Context: an optimization exercise on an open-source flow, tuned for small area, a short achievable clock period and few clock cycles per item. The choices shown serve that exercise and are no tape-out recipe.
Only simulation tests tie the RTL to the original design; equivalence was not proved.
Power and IR drop assume default switching activity.

Setup of juniper:
// sabcm_32x32
module sabcm_32x32 (
    input clk,
    input rst_n,
    input start,
    input signed [31:0] operand_a,
    input signed [31:0] operand_b,
    output reg done,
    output wire signed [63:0] product_out,
    output wire [4:0] op_a_leading_bits,
    output wire [4:0] op_b_leading_bits
);
Size in the first run: roughly 2800 cells after synthesis, about 120 flip-flops, roughly 140 I/O pins, roughly 0.026 sq mm of cells after synthesis.
export LEC_CHECK = 0
export ABC_AREA = 1
export CAP_MARGIN = 20
export CORE_MARGIN = 2
export CORE_UTILIZATION = 40
export CTS_BUF_LIST = sky130_fd_sc_hd__clkbuf_4 sky130_fd_sc_hd__clkbuf_8
export PLACE_DENSITY = 0.7
export SETUP_SLACK_MARGIN = 4.2
export SLEW_MARGIN = 20
export SYNTH_HIERARCHICAL = 1
export SYNTH_MINIMUM_KEEP_SIZE = 0
export TNS_END_PERCENT = 30
create_clock -name core_clock -period 10.0 [get_ports {clk}]
standard.sh (not shown) runs the stock make flow with config.mk's settings and CLKGATE_MAP_FILE= SYNTH_SCRIPT=/design/flow/synth_recipe.tcl, a recipe that flattens the netlist after the stock synthesis.
==> flow/flow/run.sh <==
#!/bin/bash
set -euo pipefail
export BUFFER_PORTS_ARGS="-buffer_cell sky130_fd_sc_hd__buf_2"
bash standard.sh > standard.log 2>&1
Testbench counts of juniper, summed over its fixed seeds: cycles 2,408, items 2,400.
Input-level comparison between amber and juniper:
# juniper
export LEC_CHECK = 0
export ABC_AREA = 1
export CAP_MARGIN = 20
export CORE_MARGIN = 2
export CORE_UTILIZATION = 40
export CTS_BUF_LIST = sky130_fd_sc_hd__clkbuf_4 sky130_fd_sc_hd__clkbuf_8
export PLACE_DENSITY = 0.7
export SETUP_SLACK_MARGIN = 4.2
export SLEW_MARGIN = 20
export SYNTH_HIERARCHICAL = 1
export SYNTH_MINIMUM_KEEP_SIZE = 0
export TNS_END_PERCENT = 30
create_clock -name core_clock -period 10.0 [get_ports {clk}]
# amber
export LEC_CHECK = 0
export ABC_AREA = 1
export CAP_MARGIN = 20
export CORE_MARGIN = 2
export CORE_UTILIZATION = 40
export CTS_BUF_LIST = sky130_fd_sc_hd__clkbuf_4 sky130_fd_sc_hd__clkbuf_8
export PLACE_DENSITY = 0.7
export SETUP_SLACK_MARGIN = 4.3
export SLEW_MARGIN = 20
export SYNTH_HIERARCHICAL = 1
export SYNTH_MINIMUM_KEEP_SIZE = 0
export TNS_END_PERCENT = 30
create_clock -name core_clock -period 10.0 [get_ports {clk}]
## What came out
Compared amber vs juniper, and sequential share of layout area is down in amber. [compare] base=juniper new=amber: design area higher; final design utilization rose by 1.2 points.
Setup changes, amber to maple
# amber
export LEC_CHECK = 0
export ABC_AREA = 1
export CAP_MARGIN = 20
export CORE_MARGIN = 2
export CORE_UTILIZATION = 40
export CTS_BUF_LIST = sky130_fd_sc_hd__clkbuf_4 sky130_fd_sc_hd__clkbuf_8
export PLACE_DENSITY = 0.7
export SETUP_SLACK_MARGIN = 4.3
export SLEW_MARGIN = 20
export SYNTH_HIERARCHICAL = 1
export SYNTH_MINIMUM_KEEP_SIZE = 0
export TNS_END_PERCENT = 30
create_clock -name core_clock -period 10.0 [get_ports {clk}]
# maple
export LEC_CHECK = 0
export ABC_AREA = 1
export CAP_MARGIN = 20
export CORE_MARGIN = 2
export CORE_UTILIZATION = 40
export CTS_BUF_LIST = sky130_fd_sc_hd__clkbuf_4 sky130_fd_sc_hd__clkbuf_8
export PLACE_DENSITY = 0.7
export SETUP_SLACK_MARGIN = 4.4
export SLEW_MARGIN = 20
export SYNTH_HIERARCHICAL = 1
export SYNTH_MINIMUM_KEEP_SIZE = 0
export TNS_END_PERCENT = 30
create_clock -name core_clock -period 10.0 [get_ports {clk}]
Findings:
The final layout from maple, which completed every stage, passed the timing, design-rule and antenna checks at the end of the flow.
Between amber and maple, the maximum clock frequency does not differ in any meaningful way.
Delta(worst hold slack, maple - amber) > 0
The lower post-layout instance count excluding filler cells of amber and maple is in amber.
Comparing amber and maple, the lower met1 demand-to-capacity share in global routing was measured on amber.
The die area on amber is in line with that on maple.
amber vs maple, master of the slowest instance on the critical path: sky130_fd_sc_hd__or2_4 vs sky130_fd_sc_hd__fa_1
diff inputs: maple => fjord
# maple
export LEC_CHECK = 0
export ABC_AREA = 1
export CAP_MARGIN = 20
export CORE_MARGIN = 2
export CORE_UTILIZATION = 40
export CTS_BUF_LIST = sky130_fd_sc_hd__clkbuf_4 sky130_fd_sc_hd__clkbuf_8
export PLACE_DENSITY = 0.7
export SETUP_SLACK_MARGIN = 4.4
export SLEW_MARGIN = 20
export SYNTH_HIERARCHICAL = 1
export SYNTH_MINIMUM_KEEP_SIZE = 0
export TNS_END_PERCENT = 30
create_clock -name core_clock -period 10.0 [get_ports {clk}]
# fjord
export LEC_CHECK = 0
export ABC_AREA = 1
export CAP_MARGIN = 20
export CORE_MARGIN = 2
export CORE_UTILIZATION = 40
export CTS_BUF_LIST = sky130_fd_sc_hd__clkbuf_4 sky130_fd_sc_hd__clkbuf_8
export PLACE_DENSITY = 0.7
export SETUP_SLACK_MARGIN = 4.3
export SLEW_MARGIN = 20
export SYNTH_HIERARCHICAL = 1
export SYNTH_MINIMUM_KEEP_SIZE = 0
create_clock -name core_clock -period 10.0 [get_ports {clk}]
### Flow results
Re final period demand of the worst path: fjord is 0.018 ns up on maple.
fjord: clock network fraction of total power lower than maple
Worst setup slack (higher): maple
In the metrics for maple and fjord, the one carrying the higher switching fraction of total power is fjord.
Relative to maple, wire length of the first global-routing pass decreased by about 2.6% in fjord.
Modified inputs, onyx compared to fjord
# fjord
export LEC_CHECK = 0
export ABC_AREA = 1
export CAP_MARGIN = 20
export CORE_MARGIN = 2
export CORE_UTILIZATION = 40
export CTS_BUF_LIST = sky130_fd_sc_hd__clkbuf_4 sky130_fd_sc_hd__clkbuf_8
export PLACE_DENSITY = 0.7
export SETUP_SLACK_MARGIN = 4.3
export SLEW_MARGIN = 20
export SYNTH_HIERARCHICAL = 1
export SYNTH_MINIMUM_KEEP_SIZE = 0
create_clock -name core_clock -period 10.0 [get_ports {clk}]
# onyx
export LEC_CHECK = 0
export ABC_AREA = 1
export CAP_MARGIN = 20
export CORE_MARGIN = 2
export CORE_UTILIZATION = 40
export CTS_BUF_LIST = sky130_fd_sc_hd__clkbuf_4 sky130_fd_sc_hd__clkbuf_8
export PLACE_DENSITY = 0.7
export SETUP_SLACK_MARGIN = 4.3
export SLEW_MARGIN = 20
export SYNTH_HIERARCHICAL = 1
export SYNTH_MINIMUM_KEEP_SIZE = 0
export TNS_END_PERCENT = 10
create_clock -name core_clock -period 10.0 [get_ports {clk}]
--- outcome ---
- Both conditions hold for onyx: the flow ran to the end and the final layout passed the timing, design-rule and antenna checks.
- fjord vs onyx, termination of the worst setup path: pipe_reg[58]$_DFF_P_ vs pipe_reg[68]$_DFF_P_
- Summary: time the final worst path needs with I/O delays and setup, onyx worse than fjord
- Diff fjord -> onyx | average routed wire per standard cell | decrease of about 1.8%
- In the final design statistics, onyx uses fewer standard cells in total than fjord.

port drivers added, routing unchanged:
Ports are ideal in the flow. The routed layouts listed here were re-timed in OpenROAD.
Step 1, drivers: a clkbuf_16 drives clk and a buf_2 each remaining input, both assumed.
Step 2 adds t to the input delays and takes it off the output delays; t is the mean of the earliest and latest rising clock arrival at the registers after step 1. Input paths then give back, and output paths get back, about the clock's delay inside the block.
a / b / c = ideal ports / drivers / drivers and shift; a / b = the first two.
| run | t (ns) | setup slack, ns | clock arrival spread, ns | pins driven straight from the clock port |
|---|---|---|---|---|
| juniper | 0.591 | 4.216 / 4.172 / 3.675 | 0.021 / 0.021 | 1 |
| amber | 0.619 | 4.340 / 4.247 / 3.746 | 0.017 / 0.017 | 1 |
| maple | 0.603 | 4.329 / 4.296 / 3.696 | 0.025 / 0.025 | 1 |
| fjord | 0.603 | 4.310 / 4.262 / 3.746 | 0.025 / 0.025 | 1 |
| onyx | 0.618 | 4.253 / 4.205 / 3.670 | 0.016 / 0.016 | 1 |
After both steps every run listed still meets setup and hold. For maple, which loses most, drivers alone change the setup slack by -0.033 ns; drivers and shift together by -0.633 ns.
